What follows belongs to an exercise in optimizing a design on an open flow for small area, a short achievable clock period and few clock cycles; a production flow would make more cautious choices.
In this exercise RTL edits were held to simulation tests only and were not proved equivalent to the original.
Power figures rest on the tool's default switching activity, not on a simulated workload.

==> flow/design.v (outline; a module is shown in full before it is edited, if it fits) <==
// module booth_enc: 16 lines
// module mul24_csa: 1639 lines
// module tz_pad: 10 lines
// module fpadd_step1: 35 lines
// module fpadd_exc: 28 lines
// module fpadd_step2: 26 lines
// module fpadd_step3: 43 lines
// module fpadd_step4: 38 lines
// module relu_key: 6 lines
// module lt_tree: 22 lines
// module conv_pool: 272 lines
module conv_pool (clk, rst, in_valid, in_ready, in_w, in_x0, in_x1, in_x2, in_x3,
                  in_bias, in_last, out_valid, out_z);
  // ...
==> flow/flow/run.sh <==
#!/bin/bash
# Layout flow: the standard flow (standard.sh), with one change: the
# buffers that buffer_ports puts on every input and output port are buf_2
# cells instead of ORFS's default pick, the delay buffer clkdlybuf4s50_1.
set -euo pipefail
echo 'export BUFFER_PORTS_ARGS = -buffer_cell sky130_fd_sc_hd__buf_2' >> config.mk
bash standard.sh > standard.log 2>&1
==> flow/standard.sh <==
#!/bin/bash
# synth_recipe.tcl (not shown) runs the flow's synth.tcl, then flattens the netlist and writes it again
# the make line also repeats each setting of config.mk as NAME=value (left out here)
make -C /OpenROAD-flow-scripts/flow DESIGN_CONFIG=/design/flow/config.mk WORK_HOME=/design/flow/orfs CLKGATE_MAP_FILE= SYNTH_SCRIPT=/design/flow/synth_recipe.tcl "${@:-finish}"
==> flow/config.mk <==
export PLATFORM = sky130hd
export DESIGN_NAME = conv_pool
export DESIGN_NICKNAME = conv_pool
export VERILOG_FILES = /design/flow/design.v
export SDC_FILE = /design/flow/constraint.sdc
export NUM_CORES = 4
export LEC_CHECK = 0
export CAP_MARGIN = 75
export CORE_MARGIN = 2
export CORE_UTILIZATION = 40
export PLACE_DENSITY = 0.75
export SLEW_MARGIN = 75
export BUFFER_PORTS_ARGS = -buffer_cell sky130_fd_sc_hd__buf_2
==> flow/constraint.sdc <==
create_clock -name core_clock -period 11.0 [get_ports {clk}]
set_input_delay 2.2000 -clock core_clock [delete_from_list [all_inputs] [get_ports {clk}]]
set_output_delay 2.2000 -clock core_clock [all_outputs]
set_load 0.01 [all_outputs]
==> impl_metrics.env, run 1 <==
export IMPL_run_status="complete, no violations"
export IMPL_drt_pass1_iterations=10
export IMPL_post_synth_fa_ha_maj_area_fraction_pct=20.08
export IMPL_synthesis_area_mm2=0.03984
export IMPL_multiInputGateArea_mm2=0.02605
export IMPL_initial_utilization_pct=40.43
export IMPL_powerClk_mw=2.10
export IMPL_max_cap_viol=0
export IMPL_detail_route_wl_per_cell_um=19.04
export IMPL_global_route_usage_total_pct=20.41
export IMPL_internal_power_summed_over_all_cells_mw=8.776
export IMPL_layout_comb_gates_multi_input=2920
export IMPL_path_common_cell="sky130_fd_sc_hd__fa_1"
export IMPL_hp_start="s2ExpX[6]"
export IMPL_worst_slack_after_detailed_placement_ps=7055
export IMPL_vias_in_the_first_global_route=30870
export IMPL_sequential_cell_area_mm2=0.01182
export IMPL_clock_power_share_pct=12.8
export IMPL_routed_via_density=5.587
export IMPL_path_clk_slew_ps=70
export IMPL_tap_cell_count=1287
export IMPL_crit_type="register to register"
export IMPL_fillerInstances=9091
export IMPL_pin_count_of_the_biggest_net_entering_global_routing=65
export IMPL_path_cells="inv_4, o22ai_1, xor2_1, fa_1, fa_1, inv_1, fa_1, inv_1, fa_1, inv_1, fa_1"
export IMPL_overflow_after_grt=0
export IMPL_met2WireLength_mm=49.16
export IMPL_die_w_um=319.6
export IMPL_setup_skew_ps=19.90
export IMPL_timing_critical_path_required_ps=11520
export IMPL_timing_critical_path_fanout_max=24
export IMPL_ys_dominant_reg_cell="sky130_fd_sc_hd__dfxtp_1"
Testbench counts, summed over its fixed seeds: cycles 17,796.
==> module conv_pool, before the edit <==
module conv_pool (clk, rst, in_valid, in_ready, in_w, in_x0, in_x1, in_x2, in_x3,
                  in_bias, in_last, out_valid, out_z);
   input clk;
   input rst;
   input in_valid;
   output in_ready;
   input [33:0] in_w;
   input [33:0] in_x0;
   input [33:0] in_x1;
   input [33:0] in_x2;
   input [33:0] in_x3;
   input [33:0] in_bias;
   input in_last;
   output reg out_valid;
   output [33:0] out_z;
   reg [1:0] slot;      
   reg [1:0] step;      
   reg bph;             
   reg lastr;           
   reg newvec;          
   wire adv = in_valid && (step == slot);
   reg rdy;
   assign in_ready = rdy;
   wire [1:0] slotN = slot + 2'd1;
   wire [1:0] stepN = adv ? step + 2'd1 : step;
   wire toBias = adv && (step == 2'd3) && !bph && lastr;
   wire accept = adv && (step == 2'd3) && (bph || !lastr);
   wire bphN = toBias ? 1'b1 : (accept ? 1'b0 : bph);
   wire lastrN = (adv && step == 2'd0 && !bph) ? in_last : lastr;
   always @(posedge clk) begin
      lastr <= lastrN;
      if (rst) begin
         slot <= 2'd0;
         step <= 2'd0;
         bph <= 1'b0;
         newvec <= 1'b1;
         rdy <= 1'b0;
      end else begin
         slot <= slotN;
         step <= stepN;
         bph <= bphN;
         if (accept)
            newvec <= bph;
         rdy <= (slotN == 2'd3) && (stepN == 2'd3) && (bphN || !lastrN);
      end
   end
   reg [33:0] xsel;
   always @(*) begin
      case (slot)
         2'd0: xsel = in_x0;
         2'd1: xsel = in_x1;
         2'd2: xsel = in_x2;
         default: xsel = in_x3;
      endcase
   end
   wire [33:0] xin = bph ? in_bias : xsel;
   wire [11:0] bneg, bone, btwo;
   booth_enc benc (.b({1'b1, in_w[22:0]}), .neg(bneg), .one(bone), .two(btwo));
   reg [33:0] aX;
   reg [1:0] aWexc;
   reg aWsign;
   reg [7:0] aWexp;
   reg [11:0] aNeg, aOne, aTwo;
   reg [11:0] aNegN, aOneN, aTwoN;    
   reg aFirst, aBias;
   always @(posedge clk) begin
      aX[31:0] <= xin[31:0];
      aX[33:32] <= adv ? xin[33:32] : 2'b00;
      aWexc <= (bph || !adv) ? 2'b01 : in_w[33:32];
      aWsign <= bph ? 1'b0 : in_w[31];
      aWexp <= bph ? 8'd127 : in_w[30:23];
      aNeg <= bph ? 12'h800 : bneg;
      aNegN <= bph ? ~12'h800 : ~bneg;
      aOneN <= bph ? ~12'd0 : ~bone;
      aTwoN <= bph ? ~12'h800 : ~btwo;
      aOne <= bph ? 12'd0 : bone;
      aTwo <= bph ? 12'h800 : btwo;
      aFirst <= adv && newvec && !bph;
   end
   always @(posedge clk) begin
      if (rst) aBias <= 1'b0;
      else aBias <= adv && bph;
   end
   wire [47:0] ps, pc;
   mul24_csa mul (.a({1'b1, aX[22:0]}), .neg(aNeg), .one(aOne), .two(aTwo),
                 .negN(aNegN), .oneN(aOneN), .twoN(aTwoN), .s(ps), .c(pc));
   reg [3:0] excSel;
   reg [1:0] mExc;
   always @(*) begin
      case ({aX[33:32], aWexc})
         4'b0000, 4'b0001, 4'b0100: mExc = 2'b00;
         4'b0101: mExc = 2'b01;
         4'b0110, 4'b1001, 4'b1010: mExc = 2'b10;
         default: mExc = 2'b11;
      endcase
   end
   reg [47:0] m1S, m1C;
   reg [9:0] m1Exp;
   reg m1Sign;
   reg [1:0] m1Exc;
   reg m1First, m1Bias;
   always @(posedge clk) begin
      m1S <= ps;
      m1C <= pc;
      m1Exp <= {2'b00, aX[30:23]} + {2'b00, aWexp} - 10'd127;
      m1Sign <= aX[31] ^ aWsign;
      m1Exc <= mExc;
      m1First <= aFirst;
   end
   always @(posedge clk) begin
      if (rst) m1Bias <= 1'b0;
      else m1Bias <= aBias;
   end
   wire [47:0] prod = m1S + m1C;
   reg [25:0] m2P;
   reg m2St;
   reg [9:0] m2Exp;
   reg m2Sign;
   reg [1:0] m2Exc;
   reg m2First, m2Bias;
   always @(posedge clk) begin
      m2P <= prod[47:22];
      m2St <= |prod[21:0];
      m2Exp <= m1Exp;
      m2Sign <= m1Sign;
      m2Exc <= m1Exc;
      m2First <= m1First;
   end
   always @(posedge clk) begin
      if (rst) m2Bias <= 1'b0;
      else m2Bias <= m1Bias;
   end
   wire norm = m2P[25];
   wire [22:0] mFrac = norm ? m2P[24:2] : m2P[23:1];
   wire mRb = norm ? m2P[1] : m2P[0];
   wire mSt = norm ? (m2P[0] | m2St) : m2St;
   wire mRound = mRb & (mSt | mFrac[0]);
   wire [22:0] fracUp = mFrac + 23'd1;
   wire [22:0] mFracR = mRound ? fracUp : mFrac;
   wire carry = mRound & (&mFrac);
   wire [9:0] exp1 = m2Exp + 10'd1;
   wire [9:0] exp2 = m2Exp + 10'd2;
   wire [9:0] mExpR = (norm & carry) ? exp2 : ((norm | carry) ? exp1 : m2Exp);
   wire [32:0] mRounded = {mExpR, mFracR};
   reg [1:0] excPostNorm;
   always @(*) begin
      case (mRounded[32:31])
         2'b00: excPostNorm = 2'b01;
         2'b01: excPostNorm = 2'b10;
         default: excPostNorm = 2'b00;
      endcase
   end
   wire [1:0] finalExc = (m2Exc == 2'b01) ? excPostNorm : m2Exc;
   reg [33:0] P;
   reg pFirst, pBias;
   always @(posedge clk) begin
      P <= {finalExc, m2Sign, mRounded[30:0]};
      pFirst <= m2First;
   end
   always @(posedge clk) begin
      if (rst) pBias <= 1'b0;
      else pBias <= m2Bias;
   end
   reg [33:0] R;
   wire [33:0] accX = {pFirst ? 2'b00 : R[33:32], R[31] & ~pFirst, R[30:0]};
   wire [22:0] a1FracX;
   wire [7:0] a1ExpX;
   wire [25:0] a1FracY;
   wire [2:0] a1Shift;
   wire a1EffSub, a1Sticky, a1Rev;
   wire [6:0] a1ExcIn;
   fpadd_step1 add1 (.X(accX), .Y(P), .fracX(a1FracX), .expX(a1ExpX), .fracYc(a1FracY),
                     .shiftLo(a1Shift), .effSub(a1EffSub), .rev(a1Rev), .sticky(a1Sticky),
                     .excIn(a1ExcIn));
   reg [22:0] s1FracX;
   reg [7:0] s1ExpX;
   reg [25:0] s1FracY;
   reg [2:0] s1Shift, s1ShiftN;
   reg s1EffSub, s1Sticky, s1Rev, s1Bias;
   reg [6:0] s1ExcIn;
   always @(posedge clk) begin
      s1FracX <= a1FracX;
      s1ExpX <= a1ExpX;
      s1FracY <= a1FracY;
      s1Shift <= a1Shift;
      s1ShiftN <= ~a1Shift;
      s1EffSub <= a1EffSub;
      s1Sticky <= a1Sticky;
      s1Rev <= a1Rev;
      s1ExcIn <= a1ExcIn;
   end
   wire [12:0] a2SumLo;
   wire [13:0] a2SumHi0, a2SumHi1;
   wire a2CarryLo;
   wire a2Sticky;
   fpadd_step2 add2 (.fracX(s1FracX), .fracYc(s1FracY), .shiftLo(s1Shift), .shiftLoN(s1ShiftN), .effSub(s1EffSub), .rev(s1Rev),
                     .sticky(s1Sticky), .sumLo(a2SumLo), .carryLo(a2CarryLo),
                     .sumHi0(a2SumHi0), .sumHi1(a2SumHi1), .allSticky(a2Sticky));
   reg [12:0] s2SumLo;
   reg [13:0] s2SumHi0, s2SumHi1;
   reg s2CarryLo;
   wire a2SignR;
   wire [1:0] a2ExcRt;
   fpadd_exc addx (.excIn(s1ExcIn), .excRt(a2ExcRt), .signR(a2SignR));
   reg s2Sticky, s2EffSub, s2SignR, s2Bias;
   reg [7:0] s2ExpX;
   reg [1:0] s2ExcRt;
   always @(posedge clk) begin
      s2SumLo <= a2SumLo;
      s2CarryLo <= a2CarryLo;
      s2SumHi0 <= a2SumHi0;
      s2SumHi1 <= a2SumHi1;
      s2Sticky <= a2Sticky;
      s2ExpX <= s1ExpX;
      s2EffSub <= s1EffSub;
      s2SignR <= a2SignR;
      s2ExcRt <= a2ExcRt;
   end
   wire [27:0] a3Frac;
   wire [4:0] a3Count;
   wire a3Eq;
   fpadd_step3 add3 (.sumLo(s2SumLo), .carryLo(s2CarryLo), .sumHi0(s2SumHi0), .sumHi1(s2SumHi1),
                     .sticky(s2Sticky), .vc(a3Frac), .count(a3Count), .eqdiffsign(a3Eq));
   reg [7:0] s3ExpX;
   reg [27:0] s3Frac;
   reg [4:0] s3Count;
   reg [3:0] s3CountN;
   reg s3Eq, s3EffSub, s3SignR, s3Bias;
   reg [1:0] s3ExcRt;
   always @(posedge clk) begin
      s3ExpX <= s2ExpX;
      s3Frac <= a3Frac;
      s3Count <= a3Count;
      s3CountN <= ~a3Count[3:0];
      s3Eq <= a3Eq;
      s3EffSub <= s2EffSub;
      s3SignR <= s2SignR;
      s3ExcRt <= s2ExcRt;
   end
   wire [33:0] a4R;
   fpadd_step4 add4 (.expX(s3ExpX), .vc(s3Frac), .count(s3Count), .countN(s3CountN), .eqdiffsign(s3Eq),
                     .effSub(s3EffSub), .excRt(s3ExcRt), .signR(s3SignR), .R(a4R));
   reg rBias;
   always @(posedge clk) begin
      R <= a4R;
   end
   always @(posedge clk) begin
      if (rst) begin
         s1Bias <= 1'b0;
         s2Bias <= 1'b0;
         s3Bias <= 1'b0;
         rBias <= 1'b0;
      end else begin
         s1Bias <= pBias;
         s2Bias <= s1Bias;
         s3Bias <= s2Bias;
         rBias <= s3Bias;
      end
   end
   wire [31:0] key;
   relu_key rk (.X(R), .K(key));
   reg [31:0] mx;
   always @(posedge clk) begin
      if (rBias && (slot == 2'd0 || key > mx))
         mx <= key;
   end
   always @(posedge clk) begin
      if (rst) out_valid <= 1'b0;
      else out_valid <= rBias && (slot == 2'd3);
   end
   assign out_z = {1'b0, mx[31], 1'b0, mx[30:0]};
endmodule
==> run 2: changes to the inputs <==
--- a/flow/design.v
+++ b/flow/design.v
@@ -9,18 +9,19 @@
       wire lo = bx[2*i];
       wire m = bx[2*i+1];
       wire z = bx[2*i+2];
       assign neg[i] = z & ~(m & lo);
       assign one[i] = m ^ lo;
       assign two[i] = (z & ~m & ~lo) | (~z & m & lo);
    end endgenerate
 endmodule
-module mul24_csa (a, neg, one, two, negN, oneN, twoN, s, c);
+module mul24_csa (a, aN, neg, one, two, negN, oneN, twoN, s, c);
    input [23:0] a;
+   input [23:0] aN;      
    input [11:0] neg;
    input [11:0] one;
    input [11:0] two;
    input [11:0] negN;    
    input [11:0] oneN;    
    input [11:0] twoN;
    output [47:0] s;
    output [47:0] c;
@@ -789,186 +790,186 @@
    assign pp5[21] = ((~oneN[5] & a[21]) | (~twoN[5] & a[20])) ^ ~negN[5];
    assign pp5[22] = ((~oneN[5] & a[22]) | (~twoN[5] & a[21])) ^ ~negN[5];
    assign pp5[23] = ((~oneN[5] & a[23]) | (~twoN[5] & a[22])) ^ ~negN[5];
    assign pp5[24] = ((~oneN[5] & 1'b0) | (~twoN[5] & a[23])) ^ ~negN[5];
    wire bneg6 = neg[6];
    wire bone6 = one[6];
    wire btwo6 = two[6];
    wire [24:0] pp6;
-   assign pp6[0] = ((bone6 & a[0]) | (btwo6 & 1'b0)) ^ bneg6;
-   assign pp6[1] = ((bone6 & a[1]) | (btwo6 & a[0])) ^ bneg6;
-   assign pp6[2] = ((bone6 & a[2]) | (btwo6 & a[1])) ^ bneg6;
-   assign pp6[3] = ((bone6 & a[3]) | (btwo6 & a[2])) ^ bneg6;
-   assign pp6[4] = ((bone6 & a[4]) | (btwo6 & a[3])) ^ bneg6;
-   assign pp6[5] = ((bone6 & a[5]) | (btwo6 & a[4])) ^ bneg6;
-   assign pp6[6] = ((bone6 & a[6]) | (btwo6 & a[5])) ^ bneg6;
-   assign pp6[7] = ((bone6 & a[7]) | (btwo6 & a[6])) ^ bneg6;
-   assign pp6[8] = ((bone6 & a[8]) | (btwo6 & a[7])) ^ bneg6;
-   assign pp6[9] = ((bone6 & a[9]) | (btwo6 & a[8])) ^ bneg6;
-   assign pp6[10] = ((bone6 & a[10]) | (btwo6 & a[9])) ^ bneg6;
-   assign pp6[11] = ((bone6 & a[11]) | (btwo6 & a[10])) ^ bneg6;
-   assign pp6[12] = ((bone6 & a[12]) | (btwo6 & a[11])) ^ bneg6;
-   assign pp6[13] = ((~oneN[6] & a[13]) | (~twoN[6] & a[12])) ^ ~negN[6];
-   assign pp6[14] = ((~oneN[6] & a[14]) | (~twoN[6] & a[13])) ^ ~negN[6];
-   assign pp6[15] = ((~oneN[6] & a[15]) | (~twoN[6] & a[14])) ^ ~negN[6];
-   assign pp6[16] = ((~oneN[6] & a[16]) | (~twoN[6] & a[15])) ^ ~negN[6];
-   assign pp6[17] = ((~oneN[6] & a[17]) | (~twoN[6] & a[16])) ^ ~negN[6];
-   assign pp6[18] = ((~oneN[6] & a[18]) | (~twoN[6] & a[17])) ^ ~negN[6];
-   assign pp6[19] = ((~oneN[6] & a[19]) | (~twoN[6] & a[18])) ^ ~negN[6];
-   assign pp6[20] = ((~oneN[6] & a[20]) | (~twoN[6] & a[19])) ^ ~negN[6];
-   assign pp6[21] = ((~oneN[6] & a[21]) | (~twoN[6] & a[20])) ^ ~negN[6];
-   assign pp6[22] = ((~oneN[6] & a[22]) | (~twoN[6] & a[21])) ^ ~negN[6];
-   assign pp6[23] = ((~oneN[6] & a[23]) | (~twoN[6] & a[22])) ^ ~negN[6];
-   assign pp6[24] = ((~oneN[6] & 1'b0) | (~twoN[6] & a[23])) ^ ~negN[6];
+   assign pp6[0] = ((bone6 & ~aN[0]) | (btwo6 & 1'b0)) ^ bneg6;
+   assign pp6[1] = ((bone6 & ~aN[1]) | (btwo6 & ~aN[0])) ^ bneg6;
+   assign pp6[2] = ((bone6 & ~aN[2]) | (btwo6 & ~aN[1])) ^ bneg6;
+   assign pp6[3] = ((bone6 & ~aN[3]) | (btwo6 & ~aN[2])) ^ bneg6;
+   assign pp6[4] = ((bone6 & ~aN[4]) | (btwo6 & ~aN[3])) ^ bneg6;
+   assign pp6[5] = ((bone6 & ~aN[5]) | (btwo6 & ~aN[4])) ^ bneg6;
+   assign pp6[6] = ((bone6 & ~aN[6]) | (btwo6 & ~aN[5])) ^ bneg6;
+   assign pp6[7] = ((bone6 & ~aN[7]) | (btwo6 & ~aN[6])) ^ bneg6;
+   assign pp6[8] = ((bone6 & ~aN[8]) | (btwo6 & ~aN[7])) ^ bneg6;
+   assign pp6[9] = ((bone6 & ~aN[9]) | (btwo6 & ~aN[8])) ^ bneg6;
+   assign pp6[10] = ((bone6 & ~aN[10]) | (btwo6 & ~aN[9])) ^ bneg6;
+   assign pp6[11] = ((bone6 & ~aN[11]) | (btwo6 & ~aN[10])) ^ bneg6;
+   assign pp6[12] = ((bone6 & ~aN[12]) | (btwo6 & ~aN[11])) ^ bneg6;
+   assign pp6[13] = ((~oneN[6] & ~aN[13]) | (~twoN[6] & ~aN[12])) ^ ~negN[6];
+   assign pp6[14] = ((~oneN[6] & ~aN[14]) | (~twoN[6] & ~aN[13])) ^ ~negN[6];
+   assign pp6[15] = ((~oneN[6] & ~aN[15]) | (~twoN[6] & ~aN[14])) ^ ~negN[6];
+   assign pp6[16] = ((~oneN[6] & ~aN[16]) | (~twoN[6] & ~aN[15])) ^ ~negN[6];
+   assign pp6[17] = ((~oneN[6] & ~aN[17]) | (~twoN[6] & ~aN[16])) ^ ~negN[6];
+   assign pp6[18] = ((~oneN[6] & ~aN[18]) | (~twoN[6] & ~aN[17])) ^ ~negN[6];
+   assign pp6[19] = ((~oneN[6] & ~aN[19]) | (~twoN[6] & ~aN[18])) ^ ~negN[6];
+   assign pp6[20] = ((~oneN[6] & ~aN[20]) | (~twoN[6] & ~aN[19])) ^ ~negN[6];
+   assign pp6[21] = ((~oneN[6] & ~aN[21]) | (~twoN[6] & ~aN[20])) ^ ~negN[6];
+   assign pp6[22] = ((~oneN[6] & ~aN[22]) | (~twoN[6] & ~aN[21])) ^ ~negN[6];
+   assign pp6[23] = ((~oneN[6] & ~aN[23]) | (~twoN[6] & ~aN[22])) ^ ~negN[6];
+   assign pp6[24] = ((~oneN[6] & 1'b0) | (~twoN[6] & ~aN[23])) ^ ~negN[6];
    wire bneg7 = neg[7];
    wire bone7 = one[7];
    wire btwo7 = two[7];
    wire [24:0] pp7;
-   assign pp7[0] = ((bone7 & a[0]) | (btwo7 & 1'b0)) ^ bneg7;
-   assign pp7[1] = ((bone7 & a[1]) | (btwo7 & a[0])) ^ bneg7;
-   assign pp7[2] = ((bone7 & a[2]) | (btwo7 & a[1])) ^ bneg7;
-   assign pp7[3] = ((bone7 & a[3]) | (btwo7 & a[2])) ^ bneg7;
-   assign pp7[4] = ((bone7 & a[4]) | (btwo7 & a[3])) ^ bneg7;
-   assign pp7[5] = ((bone7 & a[5]) | (btwo7 & a[4])) ^ bneg7;
-   assign pp7[6] = ((bone7 & a[6]) | (btwo7 & a[5])) ^ bneg7;
-   assign pp7[7] = ((bone7 & a[7]) | (btwo7 & a[6])) ^ bneg7;
-   assign pp7[8] = ((bone7 & a[8]) | (btwo7 & a[7])) ^ bneg7;
-   assign pp7[9] = ((bone7 & a[9]) | (btwo7 & a[8])) ^ bneg7;
-   assign pp7[10] = ((bone7 & a[10]) | (btwo7 & a[9])) ^ bneg7;
-   assign pp7[11] = ((bone7 & a[11]) | (btwo7 & a[10])) ^ bneg7;
-   assign pp7[12] = ((bone7 & a[12]) | (btwo7 & a[11])) ^ bneg7;
-   assign pp7[13] = ((~oneN[7] & a[13]) | (~twoN[7] & a[12])) ^ ~negN[7];
-   assign pp7[14] = ((~oneN[7] & a[14]) | (~twoN[7] & a[13])) ^ ~negN[7];
-   assign pp7[15] = ((~oneN[7] & a[15]) | (~twoN[7] & a[14])) ^ ~negN[7];
-   assign pp7[16] = ((~oneN[7] & a[16]) | (~twoN[7] & a[15])) ^ ~negN[7];
-   assign pp7[17] = ((~oneN[7] & a[17]) | (~twoN[7] & a[16])) ^ ~negN[7];
-   assign pp7[18] = ((~oneN[7] & a[18]) | (~twoN[7] & a[17])) ^ ~negN[7];
-   assign pp7[19] = ((~oneN[7] & a[19]) | (~twoN[7] & a[18])) ^ ~negN[7];
-   assign pp7[20] = ((~oneN[7] & a[20]) | (~twoN[7] & a[19])) ^ ~negN[7];
-   assign pp7[21] = ((~oneN[7] & a[21]) | (~twoN[7] & a[20])) ^ ~negN[7];
-   assign pp7[22] = ((~oneN[7] & a[22]) | (~twoN[7] & a[21])) ^ ~negN[7];
-   assign pp7[23] = ((~oneN[7] & a[23]) | (~twoN[7] & a[22])) ^ ~negN[7];
-   assign pp7[24] = ((~oneN[7] & 1'b0) | (~twoN[7] & a[23])) ^ ~negN[7];
+   assign pp7[0] = ((bone7 & ~aN[0]) | (btwo7 & 1'b0)) ^ bneg7;
+   assign pp7[1] = ((bone7 & ~aN[1]) | (btwo7 & ~aN[0])) ^ bneg7;
+   assign pp7[2] = ((bone7 & ~aN[2]) | (btwo7 & ~aN[1])) ^ bneg7;
+   assign pp7[3] = ((bone7 & ~aN[3]) | (btwo7 & ~aN[2])) ^ bneg7;
+   assign pp7[4] = ((bone7 & ~aN[4]) | (btwo7 & ~aN[3])) ^ bneg7;
+   assign pp7[5] = ((bone7 & ~aN[5]) | (btwo7 & ~aN[4])) ^ bneg7;
+   assign pp7[6] = ((bone7 & ~aN[6]) | (btwo7 & ~aN[5])) ^ bneg7;
+   assign pp7[7] = ((bone7 & ~aN[7]) | (btwo7 & ~aN[6])) ^ bneg7;
+   assign pp7[8] = ((bone7 & ~aN[8]) | (btwo7 & ~aN[7])) ^ bneg7;
+   assign pp7[9] = ((bone7 & ~aN[9]) | (btwo7 & ~aN[8])) ^ bneg7;
+   assign pp7[10] = ((bone7 & ~aN[10]) | (btwo7 & ~aN[9])) ^ bneg7;
+   assign pp7[11] = ((bone7 & ~aN[11]) | (btwo7 & ~aN[10])) ^ bneg7;
+   assign pp7[12] = ((bone7 & ~aN[12]) | (btwo7 & ~aN[11])) ^ bneg7;
+   assign pp7[13] = ((~oneN[7] & ~aN[13]) | (~twoN[7] & ~aN[12])) ^ ~negN[7];
+   assign pp7[14] = ((~oneN[7] & ~aN[14]) | (~twoN[7] & ~aN[13])) ^ ~negN[7];
+   assign pp7[15] = ((~oneN[7] & ~aN[15]) | (~twoN[7] & ~aN[14])) ^ ~negN[7];
+   assign pp7[16] = ((~oneN[7] & ~aN[16]) | (~twoN[7] & ~aN[15])) ^ ~negN[7];
+   assign pp7[17] = ((~oneN[7] & ~aN[17]) | (~twoN[7] & ~aN[16])) ^ ~negN[7];
+   assign pp7[18] = ((~oneN[7] & ~aN[18]) | (~twoN[7] & ~aN[17])) ^ ~negN[7];
+   assign pp7[19] = ((~oneN[7] & ~aN[19]) | (~twoN[7] & ~aN[18])) ^ ~negN[7];
+   assign pp7[20] = ((~oneN[7] & ~aN[20]) | (~twoN[7] & ~aN[19])) ^ ~negN[7];
+   assign pp7[21] = ((~oneN[7] & ~aN[21]) | (~twoN[7] & ~aN[20])) ^ ~negN[7];
+   assign pp7[22] = ((~oneN[7] & ~aN[22]) | (~twoN[7] & ~aN[21])) ^ ~negN[7];
+   assign pp7[23] = ((~oneN[7] & ~aN[23]) | (~twoN[7] & ~aN[22])) ^ ~negN[7];
+   assign pp7[24] = ((~oneN[7] & 1'b0) | (~twoN[7] & ~aN[23])) ^ ~negN[7];
    wire bneg8 = neg[8];
    wire bone8 = one[8];
    wire btwo8 = two[8];
    wire [24:0] pp8;
-   assign pp8[0] = ((bone8 & a[0]) | (btwo8 & 1'b0)) ^ bneg8;
-   assign pp8[1] = ((bone8 & a[1]) | (btwo8 & a[0])) ^ bneg8;
-   assign pp8[2] = ((bone8 & a[2]) | (btwo8 & a[1])) ^ bneg8;
-   assign pp8[3] = ((bone8 & a[3]) | (btwo8 & a[2])) ^ bneg8;
-   assign pp8[4] = ((bone8 & a[4]) | (btwo8 & a[3])) ^ bneg8;
-   assign pp8[5] = ((bone8 & a[5]) | (btwo8 & a[4])) ^ bneg8;
-   assign pp8[6] = ((bone8 & a[6]) | (btwo8 & a[5])) ^ bneg8;
-   assign pp8[7] = ((bone8 & a[7]) | (btwo8 & a[6])) ^ bneg8;
-   assign pp8[8] = ((bone8 & a[8]) | (btwo8 & a[7])) ^ bneg8;
-   assign pp8[9] = ((bone8 & a[9]) | (btwo8 & a[8])) ^ bneg8;
-   assign pp8[10] = ((bone8 & a[10]) | (btwo8 & a[9])) ^ bneg8;
-   assign pp8[11] = ((bone8 & a[11]) | (btwo8 & a[10])) ^ bneg8;
-   assign pp8[12] = ((bone8 & a[12]) | (btwo8 & a[11])) ^ bneg8;
-   assign pp8[13] = ((~oneN[8] & a[13]) | (~twoN[8] & a[12])) ^ ~negN[8];
-   assign pp8[14] = ((~oneN[8] & a[14]) | (~twoN[8] & a[13])) ^ ~negN[8];
-   assign pp8[15] = ((~oneN[8] & a[15]) | (~twoN[8] & a[14])) ^ ~negN[8];
-   assign pp8[16] = ((~oneN[8] & a[16]) | (~twoN[8] & a[15])) ^ ~negN[8];
-   assign pp8[17] = ((~oneN[8] & a[17]) | (~twoN[8] & a[16])) ^ ~negN[8];
-   assign pp8[18] = ((~oneN[8] & a[18]) | (~twoN[8] & a[17])) ^ ~negN[8];
-   assign pp8[19] = ((~oneN[8] & a[19]) | (~twoN[8] & a[18])) ^ ~negN[8];
-   assign pp8[20] = ((~oneN[8] & a[20]) | (~twoN[8] & a[19])) ^ ~negN[8];
-   assign pp8[21] = ((~oneN[8] & a[21]) | (~twoN[8] & a[20])) ^ ~negN[8];
-   assign pp8[22] = ((~oneN[8] & a[22]) | (~twoN[8] & a[21])) ^ ~negN[8];
-   assign pp8[23] = ((~oneN[8] & a[23]) | (~twoN[8] & a[22])) ^ ~negN[8];
-   assign pp8[24] = ((~oneN[8] & 1'b0) | (~twoN[8] & a[23])) ^ ~negN[8];
+   assign pp8[0] = ((bone8 & ~aN[0]) | (btwo8 & 1'b0)) ^ bneg8;
+   assign pp8[1] = ((bone8 & ~aN[1]) | (btwo8 & ~aN[0])) ^ bneg8;
+   assign pp8[2] = ((bone8 & ~aN[2]) | (btwo8 & ~aN[1])) ^ bneg8;
+   assign pp8[3] = ((bone8 & ~aN[3]) | (btwo8 & ~aN[2])) ^ bneg8;
+   assign pp8[4] = ((bone8 & ~aN[4]) | (btwo8 & ~aN[3])) ^ bneg8;
+   assign pp8[5] = ((bone8 & ~aN[5]) | (btwo8 & ~aN[4])) ^ bneg8;
+   assign pp8[6] = ((bone8 & ~aN[6]) | (btwo8 & ~aN[5])) ^ bneg8;
+   assign pp8[7] = ((bone8 & ~aN[7]) | (btwo8 & ~aN[6])) ^ bneg8;
+   assign pp8[8] = ((bone8 & ~aN[8]) | (btwo8 & ~aN[7])) ^ bneg8;
+   assign pp8[9] = ((bone8 & ~aN[9]) | (btwo8 & ~aN[8])) ^ bneg8;
+   assign pp8[10] = ((bone8 & ~aN[10]) | (btwo8 & ~aN[9])) ^ bneg8;
+   assign pp8[11] = ((bone8 & ~aN[11]) | (btwo8 & ~aN[10])) ^ bneg8;
+   assign pp8[12] = ((bone8 & ~aN[12]) | (btwo8 & ~aN[11])) ^ bneg8;
+   assign pp8[13] = ((~oneN[8] & ~aN[13]) | (~twoN[8] & ~aN[12])) ^ ~negN[8];
+   assign pp8[14] = ((~oneN[8] & ~aN[14]) | (~twoN[8] & ~aN[13])) ^ ~negN[8];
+   assign pp8[15] = ((~oneN[8] & ~aN[15]) | (~twoN[8] & ~aN[14])) ^ ~negN[8];
+   assign pp8[16] = ((~oneN[8] & ~aN[16]) | (~twoN[8] & ~aN[15])) ^ ~negN[8];
+   assign pp8[17] = ((~oneN[8] & ~aN[17]) | (~twoN[8] & ~aN[16])) ^ ~negN[8];
+   assign pp8[18] = ((~oneN[8] & ~aN[18]) | (~twoN[8] & ~aN[17])) ^ ~negN[8];
+   assign pp8[19] = ((~oneN[8] & ~aN[19]) | (~twoN[8] & ~aN[18])) ^ ~negN[8];
+   assign pp8[20] = ((~oneN[8] & ~aN[20]) | (~twoN[8] & ~aN[19])) ^ ~negN[8];
+   assign pp8[21] = ((~oneN[8] & ~aN[21]) | (~twoN[8] & ~aN[20])) ^ ~negN[8];
+   assign pp8[22] = ((~oneN[8] & ~aN[22]) | (~twoN[8] & ~aN[21])) ^ ~negN[8];
+   assign pp8[23] = ((~oneN[8] & ~aN[23]) | (~twoN[8] & ~aN[22])) ^ ~negN[8];
+   assign pp8[24] = ((~oneN[8] & 1'b0) | (~twoN[8] & ~aN[23])) ^ ~negN[8];
    wire bneg9 = neg[9];
    wire bone9 = one[9];
    wire btwo9 = two[9];
    wire [24:0] pp9;
-   assign pp9[0] = ((bone9 & a[0]) | (btwo9 & 1'b0)) ^ bneg9;
-   assign pp9[1] = ((bone9 & a[1]) | (btwo9 & a[0])) ^ bneg9;
-   assign pp9[2] = ((bone9 & a[2]) | (btwo9 & a[1])) ^ bneg9;
-   assign pp9[3] = ((bone9 & a[3]) | (btwo9 & a[2])) ^ bneg9;
-   assign pp9[4] = ((bone9 & a[4]) | (btwo9 & a[3])) ^ bneg9;
-   assign pp9[5] = ((bone9 & a[5]) | (btwo9 & a[4])) ^ bneg9;
-   assign pp9[6] = ((bone9 & a[6]) | (btwo9 & a[5])) ^ bneg9;
-   assign pp9[7] = ((bone9 & a[7]) | (btwo9 & a[6])) ^ bneg9;
-   assign pp9[8] = ((bone9 & a[8]) | (btwo9 & a[7])) ^ bneg9;
-   assign pp9[9] = ((bone9 & a[9]) | (btwo9 & a[8])) ^ bneg9;
-   assign pp9[10] = ((bone9 & a[10]) | (btwo9 & a[9])) ^ bneg9;
-   assign pp9[11] = ((bone9 & a[11]) | (btwo9 & a[10])) ^ bneg9;
-   assign pp9[12] = ((bone9 & a[12]) | (btwo9 & a[11])) ^ bneg9;
-   assign pp9[13] = ((~oneN[9] & a[13]) | (~twoN[9] & a[12])) ^ ~negN[9];
-   assign pp9[14] = ((~oneN[9] & a[14]) | (~twoN[9] & a[13])) ^ ~negN[9];
-   assign pp9[15] = ((~oneN[9] & a[15]) | (~twoN[9] & a[14])) ^ ~negN[9];
-   assign pp9[16] = ((~oneN[9] & a[16]) | (~twoN[9] & a[15])) ^ ~negN[9];
-   assign pp9[17] = ((~oneN[9] & a[17]) | (~twoN[9] & a[16])) ^ ~negN[9];
-   assign pp9[18] = ((~oneN[9] & a[18]) | (~twoN[9] & a[17])) ^ ~negN[9];
-   assign pp9[19] = ((~oneN[9] & a[19]) | (~twoN[9] & a[18])) ^ ~negN[9];
-   assign pp9[20] = ((~oneN[9] & a[20]) | (~twoN[9] & a[19])) ^ ~negN[9];
-   assign pp9[21] = ((~oneN[9] & a[21]) | (~twoN[9] & a[20])) ^ ~negN[9];
-   assign pp9[22] = ((~oneN[9] & a[22]) | (~twoN[9] & a[21])) ^ ~negN[9];
-   assign pp9[23] = ((~oneN[9] & a[23]) | (~twoN[9] & a[22])) ^ ~negN[9];
-   assign pp9[24] = ((~oneN[9] & 1'b0) | (~twoN[9] & a[23])) ^ ~negN[9];
+   assign pp9[0] = ((bone9 & ~aN[0]) | (btwo9 & 1'b0)) ^ bneg9;
+   assign pp9[1] = ((bone9 & ~aN[1]) | (btwo9 & ~aN[0])) ^ bneg9;
+   assign pp9[2] = ((bone9 & ~aN[2]) | (btwo9 & ~aN[1])) ^ bneg9;
+   assign pp9[3] = ((bone9 & ~aN[3]) | (btwo9 & ~aN[2])) ^ bneg9;
+   assign pp9[4] = ((bone9 & ~aN[4]) | (btwo9 & ~aN[3])) ^ bneg9;
+   assign pp9[5] = ((bone9 & ~aN[5]) | (btwo9 & ~aN[4])) ^ bneg9;
+   assign pp9[6] = ((bone9 & ~aN[6]) | (btwo9 & ~aN[5])) ^ bneg9;
+   assign pp9[7] = ((bone9 & ~aN[7]) | (btwo9 & ~aN[6])) ^ bneg9;
+   assign pp9[8] = ((bone9 & ~aN[8]) | (btwo9 & ~aN[7])) ^ bneg9;
+   assign pp9[9] = ((bone9 & ~aN[9]) | (btwo9 & ~aN[8])) ^ bneg9;
+   assign pp9[10] = ((bone9 & ~aN[10]) | (btwo9 & ~aN[9])) ^ bneg9;
+   assign pp9[11] = ((bone9 & ~aN[11]) | (btwo9 & ~aN[10])) ^ bneg9;
+   assign pp9[12] = ((bone9 & ~aN[12]) | (btwo9 & ~aN[11])) ^ bneg9;
+   assign pp9[13] = ((~oneN[9] & ~aN[13]) | (~twoN[9] & ~aN[12])) ^ ~negN[9];
+   assign pp9[14] = ((~oneN[9] & ~aN[14]) | (~twoN[9] & ~aN[13])) ^ ~negN[9];
+   assign pp9[15] = ((~oneN[9] & ~aN[15]) | (~twoN[9] & ~aN[14])) ^ ~negN[9];
+   assign pp9[16] = ((~oneN[9] & ~aN[16]) | (~twoN[9] & ~aN[15])) ^ ~negN[9];
+   assign pp9[17] = ((~oneN[9] & ~aN[17]) | (~twoN[9] & ~aN[16])) ^ ~negN[9];
+   assign pp9[18] = ((~oneN[9] & ~aN[18]) | (~twoN[9] & ~aN[17])) ^ ~negN[9];
+   assign pp9[19] = ((~oneN[9] & ~aN[19]) | (~twoN[9] & ~aN[18])) ^ ~negN[9];
+   assign pp9[20] = ((~oneN[9] & ~aN[20]) | (~twoN[9] & ~aN[19])) ^ ~negN[9];
+   assign pp9[21] = ((~oneN[9] & ~aN[21]) | (~twoN[9] & ~aN[20])) ^ ~negN[9];
+   assign pp9[22] = ((~oneN[9] & ~aN[22]) | (~twoN[9] & ~aN[21])) ^ ~negN[9];
+   assign pp9[23] = ((~oneN[9] & ~aN[23]) | (~twoN[9] & ~aN[22])) ^ ~negN[9];
+   assign pp9[24] = ((~oneN[9] & 1'b0) | (~twoN[9] & ~aN[23])) ^ ~negN[9];
    wire bneg10 = neg[10];
    wire bone10 = one[10];
    wire btwo10 = two[10];
    wire [24:0] pp10;
-   assign pp10[0] = ((bone10 & a[0]) | (btwo10 & 1'b0)) ^ bneg10;
-   assign pp10[1] = ((bone10 & a[1]) | (btwo10 & a[0])) ^ bneg10;
-   assign pp10[2] = ((bone10 & a[2]) | (btwo10 & a[1])) ^ bneg10;
-   assign pp10[3] = ((bone10 & a[3]) | (btwo10 & a[2])) ^ bneg10;
-   assign pp10[4] = ((bone10 & a[4]) | (btwo10 & a[3])) ^ bneg10;
-   assign pp10[5] = ((bone10 & a[5]) | (btwo10 & a[4])) ^ bneg10;
-   assign pp10[6] = ((bone10 & a[6]) | (btwo10 & a[5])) ^ bneg10;
-   assign pp10[7] = ((bone10 & a[7]) | (btwo10 & a[6])) ^ bneg10;
-   assign pp10[8] = ((bone10 & a[8]) | (btwo10 & a[7])) ^ bneg10;
-   assign pp10[9] = ((bone10 & a[9]) | (btwo10 & a[8])) ^ bneg10;
-   assign pp10[10] = ((bone10 & a[10]) | (btwo10 & a[9])) ^ bneg10;
-   assign pp10[11] = ((bone10 & a[11]) | (btwo10 & a[10])) ^ bneg10;
-   assign pp10[12] = ((bone10 & a[12]) | (btwo10 & a[11])) ^ bneg10;
-   assign pp10[13] = ((~oneN[10] & a[13]) | (~twoN[10] & a[12])) ^ ~negN[10];
-   assign pp10[14] = ((~oneN[10] & a[14]) | (~twoN[10] & a[13])) ^ ~negN[10];
-   assign pp10[15] = ((~oneN[10] & a[15]) | (~twoN[10] & a[14])) ^ ~negN[10];
-   assign pp10[16] = ((~oneN[10] & a[16]) | (~twoN[10] & a[15])) ^ ~negN[10];
-   assign pp10[17] = ((~oneN[10] & a[17]) | (~twoN[10] & a[16])) ^ ~negN[10];
-   assign pp10[18] = ((~oneN[10] & a[18]) | (~twoN[10] & a[17])) ^ ~negN[10];
-   assign pp10[19] = ((~oneN[10] & a[19]) | (~twoN[10] & a[18])) ^ ~negN[10];
-   assign pp10[20] = ((~oneN[10] & a[20]) | (~twoN[10] & a[19])) ^ ~negN[10];
-   assign pp10[21] = ((~oneN[10] & a[21]) | (~twoN[10] & a[20])) ^ ~negN[10];
-   assign pp10[22] = ((~oneN[10] & a[22]) | (~twoN[10] & a[21])) ^ ~negN[10];
-   assign pp10[23] = ((~oneN[10] & a[23]) | (~twoN[10] & a[22])) ^ ~negN[10];
-   assign pp10[24] = ((~oneN[10] & 1'b0) | (~twoN[10] & a[23])) ^ ~negN[10];
+   assign pp10[0] = ((bone10 & ~aN[0]) | (btwo10 & 1'b0)) ^ bneg10;
+   assign pp10[1] = ((bone10 & ~aN[1]) | (btwo10 & ~aN[0])) ^ bneg10;
+   assign pp10[2] = ((bone10 & ~aN[2]) | (btwo10 & ~aN[1])) ^ bneg10;
+   assign pp10[3] = ((bone10 & ~aN[3]) | (btwo10 & ~aN[2])) ^ bneg10;
+   assign pp10[4] = ((bone10 & ~aN[4]) | (btwo10 & ~aN[3])) ^ bneg10;
+   assign pp10[5] = ((bone10 & ~aN[5]) | (btwo10 & ~aN[4])) ^ bneg10;
+   assign pp10[6] = ((bone10 & ~aN[6]) | (btwo10 & ~aN[5])) ^ bneg10;
+   assign pp10[7] = ((bone10 & ~aN[7]) | (btwo10 & ~aN[6])) ^ bneg10;
+   assign pp10[8] = ((bone10 & ~aN[8]) | (btwo10 & ~aN[7])) ^ bneg10;
+   assign pp10[9] = ((bone10 & ~aN[9]) | (btwo10 & ~aN[8])) ^ bneg10;
+   assign pp10[10] = ((bone10 & ~aN[10]) | (btwo10 & ~aN[9])) ^ bneg10;
+   assign pp10[11] = ((bone10 & ~aN[11]) | (btwo10 & ~aN[10])) ^ bneg10;
+   assign pp10[12] = ((bone10 & ~aN[12]) | (btwo10 & ~aN[11])) ^ bneg10;
+   assign pp10[13] = ((~oneN[10] & ~aN[13]) | (~twoN[10] & ~aN[12])) ^ ~negN[10];
+   assign pp10[14] = ((~oneN[10] & ~aN[14]) | (~twoN[10] & ~aN[13])) ^ ~negN[10];
+   assign pp10[15] = ((~oneN[10] & ~aN[15]) | (~twoN[10] & ~aN[14])) ^ ~negN[10];
+   assign pp10[16] = ((~oneN[10] & ~aN[16]) | (~twoN[10] & ~aN[15])) ^ ~negN[10];
+   assign pp10[17] = ((~oneN[10] & ~aN[17]) | (~twoN[10] & ~aN[16])) ^ ~negN[10];
+   assign pp10[18] = ((~oneN[10] & ~aN[18]) | (~twoN[10] & ~aN[17])) ^ ~negN[10];
+   assign pp10[19] = ((~oneN[10] & ~aN[19]) | (~twoN[10] & ~aN[18])) ^ ~negN[10];
+   assign pp10[20] = ((~oneN[10] & ~aN[20]) | (~twoN[10] & ~aN[19])) ^ ~negN[10];
+   assign pp10[21] = ((~oneN[10] & ~aN[21]) | (~twoN[10] & ~aN[20])) ^ ~negN[10];
+   assign pp10[22] = ((~oneN[10] & ~aN[22]) | (~twoN[10] & ~aN[21])) ^ ~negN[10];
+   assign pp10[23] = ((~oneN[10] & ~aN[23]) | (~twoN[10] & ~aN[22])) ^ ~negN[10];
+   assign pp10[24] = ((~oneN[10] & 1'b0) | (~twoN[10] & ~aN[23])) ^ ~negN[10];
    wire bneg11 = neg[11];
    wire bone11 = one[11];
    wire btwo11 = two[11];
    wire [24:0] pp11;
-   assign pp11[0] = ((bone11 & a[0]) | (btwo11 & 1'b0)) ^ bneg11;
-   assign pp11[1] = ((bone11 & a[1]) | (btwo11 & a[0])) ^ bneg11;
-   assign pp11[2] = ((bone11 & a[2]) | (btwo11 & a[1])) ^ bneg11;
-   assign pp11[3] = ((bone11 & a[3]) | (btwo11 & a[2])) ^ bneg11;
-   assign pp11[4] = ((bone11 & a[4]) | (btwo11 & a[3])) ^ bneg11;
-   assign pp11[5] = ((bone11 & a[5]) | (btwo11 & a[4])) ^ bneg11;
-   assign pp11[6] = ((bone11 & a[6]) | (btwo11 & a[5])) ^ bneg11;
-   assign pp11[7] = ((bone11 & a[7]) | (btwo11 & a[6])) ^ bneg11;
-   assign pp11[8] = ((bone11 & a[8]) | (btwo11 & a[7])) ^ bneg11;
-   assign pp11[9] = ((bone11 & a[9]) | (btwo11 & a[8])) ^ bneg11;
-   assign pp11[10] = ((bone11 & a[10]) | (btwo11 & a[9])) ^ bneg11;
-   assign pp11[11] = ((bone11 & a[11]) | (btwo11 & a[10])) ^ bneg11;
-   assign pp11[12] = ((bone11 & a[12]) | (btwo11 & a[11])) ^ bneg11;
-   assign pp11[13] = ((~oneN[11] & a[13]) | (~twoN[11] & a[12])) ^ ~negN[11];
-   assign pp11[14] = ((~oneN[11] & a[14]) | (~twoN[11] & a[13])) ^ ~negN[11];
-   assign pp11[15] = ((~oneN[11] & a[15]) | (~twoN[11] & a[14])) ^ ~negN[11];
-   assign pp11[16] = ((~oneN[11] & a[16]) | (~twoN[11] & a[15])) ^ ~negN[11];
-   assign pp11[17] = ((~oneN[11] & a[17]) | (~twoN[11] & a[16])) ^ ~negN[11];
-   assign pp11[18] = ((~oneN[11] & a[18]) | (~twoN[11] & a[17])) ^ ~negN[11];
-   assign pp11[19] = ((~oneN[11] & a[19]) | (~twoN[11] & a[18])) ^ ~negN[11];
-   assign pp11[20] = ((~oneN[11] & a[20]) | (~twoN[11] & a[19])) ^ ~negN[11];
-   assign pp11[21] = ((~oneN[11] & a[21]) | (~twoN[11] & a[20])) ^ ~negN[11];
-   assign pp11[22] = ((~oneN[11] & a[22]) | (~twoN[11] & a[21])) ^ ~negN[11];
-   assign pp11[23] = ((~oneN[11] & a[23]) | (~twoN[11] & a[22])) ^ ~negN[11];
-   assign pp11[24] = ((~oneN[11] & 1'b0) | (~twoN[11] & a[23])) ^ ~negN[11];
+   assign pp11[0] = ((bone11 & ~aN[0]) | (btwo11 & 1'b0)) ^ bneg11;
+   assign pp11[1] = ((bone11 & ~aN[1]) | (btwo11 & ~aN[0])) ^ bneg11;
+   assign pp11[2] = ((bone11 & ~aN[2]) | (btwo11 & ~aN[1])) ^ bneg11;
+   assign pp11[3] = ((bone11 & ~aN[3]) | (btwo11 & ~aN[2])) ^ bneg11;
+   assign pp11[4] = ((bone11 & ~aN[4]) | (btwo11 & ~aN[3])) ^ bneg11;
+   assign pp11[5] = ((bone11 & ~aN[5]) | (btwo11 & ~aN[4])) ^ bneg11;
+   assign pp11[6] = ((bone11 & ~aN[6]) | (btwo11 & ~aN[5])) ^ bneg11;
+   assign pp11[7] = ((bone11 & ~aN[7]) | (btwo11 & ~aN[6])) ^ bneg11;
+   assign pp11[8] = ((bone11 & ~aN[8]) | (btwo11 & ~aN[7])) ^ bneg11;
+   assign pp11[9] = ((bone11 & ~aN[9]) | (btwo11 & ~aN[8])) ^ bneg11;
+   assign pp11[10] = ((bone11 & ~aN[10]) | (btwo11 & ~aN[9])) ^ bneg11;
+   assign pp11[11] = ((bone11 & ~aN[11]) | (btwo11 & ~aN[10])) ^ bneg11;
+   assign pp11[12] = ((bone11 & ~aN[12]) | (btwo11 & ~aN[11])) ^ bneg11;
+   assign pp11[13] = ((~oneN[11] & ~aN[13]) | (~twoN[11] & ~aN[12])) ^ ~negN[11];
+   assign pp11[14] = ((~oneN[11] & ~aN[14]) | (~twoN[11] & ~aN[13])) ^ ~negN[11];
+   assign pp11[15] = ((~oneN[11] & ~aN[15]) | (~twoN[11] & ~aN[14])) ^ ~negN[11];
+   assign pp11[16] = ((~oneN[11] & ~aN[16]) | (~twoN[11] & ~aN[15])) ^ ~negN[11];
+   assign pp11[17] = ((~oneN[11] & ~aN[17]) | (~twoN[11] & ~aN[16])) ^ ~negN[11];
+   assign pp11[18] = ((~oneN[11] & ~aN[18]) | (~twoN[11] & ~aN[17])) ^ ~negN[11];
+   assign pp11[19] = ((~oneN[11] & ~aN[19]) | (~twoN[11] & ~aN[18])) ^ ~negN[11];
+   assign pp11[20] = ((~oneN[11] & ~aN[20]) | (~twoN[11] & ~aN[19])) ^ ~negN[11];
+   assign pp11[21] = ((~oneN[11] & ~aN[21]) | (~twoN[11] & ~aN[20])) ^ ~negN[11];
+   assign pp11[22] = ((~oneN[11] & ~aN[22]) | (~twoN[11] & ~aN[21])) ^ ~negN[11];
+   assign pp11[23] = ((~oneN[11] & ~aN[23]) | (~twoN[11] & ~aN[22])) ^ ~negN[11];
+   assign pp11[24] = ((~oneN[11] & 1'b0) | (~twoN[11] & ~aN[23])) ^ ~negN[11];
    assign s1 = pp0[16] ^ pp1[14];
    assign c2 = pp0[16] & pp1[14];
    assign s3 = pp0[17] ^ pp1[15];
    assign c4 = pp0[17] & pp1[15];
    assign s5 = pp0[18] ^ pp1[16] ^ pp2[14];
    assign c6 = (pp0[18] & pp1[16]) | (pp0[18] & pp2[14]) | (pp1[16] & pp2[14]);
    assign s7 = pp3[12] ^ pp4[10];
    assign c8 = pp3[12] & pp4[10];
@@ -1915,24 +1916,26 @@
          2'd2: xsel = in_x2;
          default: xsel = in_x3;
       endcase
    end
    wire [33:0] xin = bph ? in_bias : xsel;
    wire [11:0] bneg, bone, btwo;
    booth_enc benc (.b({1'b1, in_w[22:0]}), .neg(bneg), .one(bone), .two(btwo));
    reg [33:0] aX;
+   reg [22:0] aXfN;     
    reg [1:0] aWexc;
    reg aWsign;
    reg [7:0] aWexp;
    reg [11:0] aNeg, aOne, aTwo;
    reg [11:0] aNegN, aOneN, aTwoN;    
    reg aFirst, aBias;
    always @(posedge clk) begin
       aX[31:0] <= xin[31:0];
+      aXfN <= ~xin[22:0];
       aX[33:32] <= adv ? xin[33:32] : 2'b00;
       aWexc <= (bph || !adv) ? 2'b01 : in_w[33:32];
       aWsign <= bph ? 1'b0 : in_w[31];
       aWexp <= bph ? 8'd127 : in_w[30:23];
       aNeg <= bph ? 12'h800 : bneg;
       aNegN <= bph ? ~12'h800 : ~bneg;
       aOneN <= bph ? ~12'd0 : ~bone;
       aTwoN <= bph ? ~12'h800 : ~btwo;
@@ -1940,17 +1943,17 @@
       aTwo <= bph ? 12'h800 : btwo;
       aFirst <= adv && newvec && !bph;
    end
    always @(posedge clk) begin
       if (rst) aBias <= 1'b0;
       else aBias <= adv && bph;
    end
    wire [47:0] ps, pc;
-   mul24_csa mul (.a({1'b1, aX[22:0]}), .neg(aNeg), .one(aOne), .two(aTwo),
+   mul24_csa mul (.a({1'b1, aX[22:0]}), .aN({1'b0, aXfN}), .neg(aNeg), .one(aOne), .two(aTwo),
                  .negN(aNegN), .oneN(aOneN), .twoN(aTwoN), .s(ps), .c(pc));
    reg [3:0] excSel;
    reg [1:0] mExc;
    always @(*) begin
       case ({aX[33:32], aWexc})
          4'b0000, 4'b0001, 4'b0100: mExc = 2'b00;
          4'b0101: mExc = 2'b01;
          4'b0110, 4'b1001, 4'b1010: mExc = 2'b10;
==> flow/config.mk (replaced) <==
export PLATFORM = sky130hd
export DESIGN_NAME = conv_pool
export DESIGN_NICKNAME = conv_pool
export VERILOG_FILES = /design/flow/design.v
export SDC_FILE = /design/flow/constraint.sdc
export NUM_CORES = 4
export LEC_CHECK = 0
export CAP_MARGIN = 70
export CORE_MARGIN = 2
export CORE_UTILIZATION = 40
export PLACE_DENSITY = 0.75
export SLEW_MARGIN = 70
export BUFFER_PORTS_ARGS = -buffer_cell sky130_fd_sc_hd__buf_2
==> run 2 against run 1 <==
  * Critical endpoint is now m1S[23]
  * Hold slack worse by 1.1 ps
  * Global-route usage is 0.69 points higher
  * Still clean
  * Largest cell class unchanged
  * Maximum frequency fell by 2.8%
==> impl_metrics.env, run 2 <==
export IMPL_run_status="complete, no violations"
export IMPL_routed_via_density=5.480
export IMPL_swShare_pct=46.41
export IMPL_fillerInstances=9399
export IMPL_max_cap_viol=0
export IMPL_gpl_final_weighted_congestion=0.9559
export IMPL_stdcell_area_mm2=0.04544
export IMPL_grt_antenna_before_repair=1
export IMPL_wl_met1_mm=47.88
export IMPL_drt_pass1_iterations=9
export IMPL_cts_max_path_buffers=3
export IMPL_critPathArrivalTime_ps=4520
export IMPL_final_hold_violation_count=0
export IMPL_maxClockFrequency_mhz=250.2
export IMPL_post_synth_num_cell_types=98
export IMPL_internal_power_summed_over_all_cells_mw=9.070
export IMPL_met2WireLength_mm=51.14
export IMPL_synthesis_area_mm2=0.04054
export IMPL_ant_nets=0
export IMPL_die_w_um=322.4
export IMPL_route_vias_total=31580
export IMPL_port_buffer_count=241
export IMPL_netlist_instances=4274
export IMPL_setup_skew_ps=42.15
export IMPL_cts_repair_resize_count=0
export IMPL_overflow_after_grt=0
export IMPL_peakVddDrop_mv=0.2086
export IMPL_met3WireLength_mm=8.748
export IMPL_finalCoreUtilization_pct=45.31
export IMPL_floorplan_io_pins=244
export IMPL_cts_sinks=586
export IMPL_cts_hold_buf=0
export IMPL_global_route_usage_total_pct=21.10
export IMPL_comb_power_share_pct=62.8
export IMPL_synth_area_leader_cell="sky130_fd_sc_hd__dfxtp_1"
export IMPL_cts_htree_levels=2
export IMPL_reg_largest_list="m1S x48, m1C x47"
export IMPL_route_detailed_drc=0
export IMPL_tritoncts="built"
export IMPL_synth_simple_gate_area_share_pct=10.61
export IMPL_clock_power_share_pct=12.8
export IMPL_number_of_nets_in_the_final_layout=5048
export IMPL_synthesis_to_finish_area_growth_pct=12.08
export IMPL_end_kind="register"
export IMPL_pin_count_of_the_biggest_net_entering_global_routing=65
export IMPL_numCtsBuffers=60
export IMPL_insertion_delay_ps=670
export IMPL_initial_utilization_pct=40.42
export IMPL_largest_register="m1S"
export IMPL_netlist_top_cells_count="sky130_fd_sc_hd__dfxtp_1 (554), sky130_fd_sc_hd__inv_1 (471), sky130_fd_sc_hd__xnor2_1 (306), sky130_fd_sc_hd__fa_1 (255), sky130_fd_sc_hd__ha_1 (230)"
export IMPL_post_synth_top_area_fraction_pct=27.36
export IMPL_std_cell_rows=116
export IMPL_share_of_the_synthesized_area_in_compound_gates_ao_oa_aoi_oai_pct=15.72
export IMPL_post_cts_setup_buffers=0
export IMPL_timing_final_crit_period_ps=3997
export IMPL_setup_violations=0
export IMPL_die_y_um=322.4
export IMPL_drt_initial_drc_count=3069
export IMPL_detail_route_wl_per_cell_um=19.38
export IMPL_postSynthAreaPerCell_um2=9.486
export IMPL_global_route_wire_length_before_repair_mm=174.1
export IMPL_postSynthRegisterBits=586
export IMPL_rsz0062_at_grt="false"
export IMPL_ys_dominant_reg_cell="sky130_fd_sc_hd__dfxtp_1"
export IMPL_yosysSeqAreaShare_pct=29.73
export IMPL_drt_wl_total_mm=111.6
export IMPL_fin_tns_setup_ps=0
export IMPL_post_synth_fa_ha_maj_area_fraction_pct=19.71
export IMPL_synth_top_cells_by_area="sky130_fd_sc_hd__dfxtp_1 (27%), sky130_fd_sc_hd__fa_1 (13%), sky130_fd_sc_hd__ha_1 (7.1%), sky130_fd_sc_hd__xnor2_1 (6.6%), sky130_fd_sc_hd__inv_1 (4.4%)"
export IMPL_ys_warn_count=4
export IMPL_power_density_mw_per_mm2=372.5
export IMPL_top_signal_layer_used="met4"
export IMPL_layout_commonest_cell="sky130_fd_sc_hd__inv_1"
export IMPL_finalMaxSlewViolations=0
export IMPL_yosys_cell_count_top_type="sky130_fd_sc_hd__dfxtp_1"
export IMPL_flip_flop_count_of_the_largest_register_all_copies_and_words_added=48
export IMPL_final_cell_mix="sky130_fd_sc_hd__inv_1 (453), sky130_fd_sc_hd__dfxtp_1 (440), sky130_fd_sc_hd__xnor2_1 (306)"
export IMPL_total_leakage_power_nw=19.44
export IMPL_synthArstFlopShare_pct=0
export IMPL_dpl_hpwl_mm=87.11
export IMPL_placed_area_mm2=0.04312
export IMPL_min_path_type="register to register"
export IMPL_finalCritPeriodShare_pct=36.34
export IMPL_synth_top_family_by_area="adder cells"
export IMPL_yosys_area_share_xor_xnor_pct=10.87
export IMPL_synth_enable_flop_cells=32
export IMPL_power_mw=16.93
export IMPL_timing_critical_path_required_ps=11520
export IMPL_vias_in_the_first_global_route=31270
export IMPL_post_synth_mux_area_share_pct=6.262
export IMPL_sequentialPowerShare_pct=24.4
export IMPL_p_switching_mw=7.855
export IMPL_crit_type="register to register"
export IMPL_drive_gt1_share_pct=15.96
export IMPL_critical_path_startpoint_type="register"
export IMPL_path_clk_slew_ps=70
export IMPL_floorplan_die_area_mm2=0.1039
export IMPL_core_area_mm2=0.1003
export IMPL_timing_critical_path_fanout_max=8
export IMPL_cts_root_buffer="sky130_fd_sc_hd__clkbuf_16"
## run 2: changes by cell type after synthesis, sizes merged, moves of 8 or more
cell | before | now
mux4 | 53 | 63
buf | 73 | 64
nor2 | 151 | 177
nor3 | 55 | 46
nand2b | 39 | 49
o22ai | 139 | 209
inv | 461 | 478
dfxtp | 531 | 554
and2 | 39 | 48
a22oi | 147 | 79
nand2 | 231 | 202
nor2b | 64 | 74
xor2 | 205 | 197
## run 2: critical path, stage by stage, from the launching register on
cell	delay (ps)
sky130_fd_sc_hd__dfxtp_1	580
sky130_fd_sc_hd__inv_1	270
sky130_fd_sc_hd__o22ai_1	200
sky130_fd_sc_hd__xor2_1	110
sky130_fd_sc_hd__fa_1	520
sky130_fd_sc_hd__inv_1	60
sky130_fd_sc_hd__fa_1	510
sky130_fd_sc_hd__inv_1	80
sky130_fd_sc_hd__fa_1	500
sky130_fd_sc_hd__fa_1	550
sky130_fd_sc_hd__inv_1	50
sky130_fd_sc_hd__fa_1	430
## run 2: through the flow
stage / hold WS, ps / setup slack [ps] / std cells
2_1_floorplan: 309.6 / 6846 / 4275
3_3_place_gp: 310.2 / 6976 / 5629
3_5_place_dp: 312.1 / 7039 / 5647
4_1_cts: 325.4 / 7020 / 5758
5_1_grt: 328.7 / 6839 / 5761
6_report: 323.3 / 7003 / 5762
## run 2: power groups by stage
stage,Sequential (mW),Clock (mW),Combinational (mW)
5_1_grt,4.21,2.29,12.0
4_1_cts,4.10,2.21,10.5
3_3_place_gp,4.10,0,9.93
6_report,4.14,2.17,10.6
3_5_place_dp,4.14,0,10.4
2_1_floorplan,3.56,0,8.02
## run 2: cell families after synthesis
kind of cell             count (synthesis)
XOR/XNOR                               503
multiplexers                           172
other                                    1
AND/OR/NAND/NOR                        834
buffers and inverters                  738
adder cells (fa/ha/maj)                486
flip-flops                             586
AO/OA/AOI/OAI                          954
## run 2: final timing paths
check             startpoint        to  slack, ps  depth (start not counted)
setup / recovery      aX[12]   m1S[23]       7000                         11
hold / removal      m1Exp[4]  m2Exp[4]        320                          0
setup reg to reg      aX[12]   m1S[23]       7000                         11
hold reg to reg     m1Exp[4]  m2Exp[4]        320                          0
## run 2: cell type report
cell class / count / area (um2) / area share (%)
Clock buffer: 87 / 1809 / 3.982
Antenna cell: 1 / 2.502 / 0.005507
Inverter: 480 / 1802 / 3.965
Clock inverter: 24 / 347.8 / 0.7655
Tap cell: 1357 / 1698 / 3.737
Multi-Input combinational cell: 2951 / 25980 / 57.18
Sequential cell: 586 / 12230 / 26.92
Timing Repair Buffer: 276 / 1565 / 3.445
## run 2: routing by layer
metal	vias to the layer above	track usage (%)
li1	14860	-
met1	15140	27.95
met2	1339	34.49
met3	236	3.792
met4	0	7.477
met5	-	0
Testbench counts of run 2, summed over its fixed seeds: cycles 17,796.

## static timing again, ports no longer ideal
The flow's constraints put no driver on any port. The routed layouts listed below were extracted and timed again, unchanged, in two steps. Step 1, drivers: a clkbuf_16 drives clk and a buf_2 each remaining input, both assumed. Step 2, shift: input delay + t, output delay - t, t = (earliest + latest rising clock arrival at the registers) / 2. This alone moves slack from input paths to output paths. Three values: no drivers, after step 1, after step 2; two values: the first two.
run	t, ns	setup WS [ns]	pins driven straight from the clock port
run 1	0.704	7.115 / 7.115 / 7.115	1
run 2	0.710	7.003 / 7.003 / 7.003	1
After both steps setup and hold are still met in every run listed.
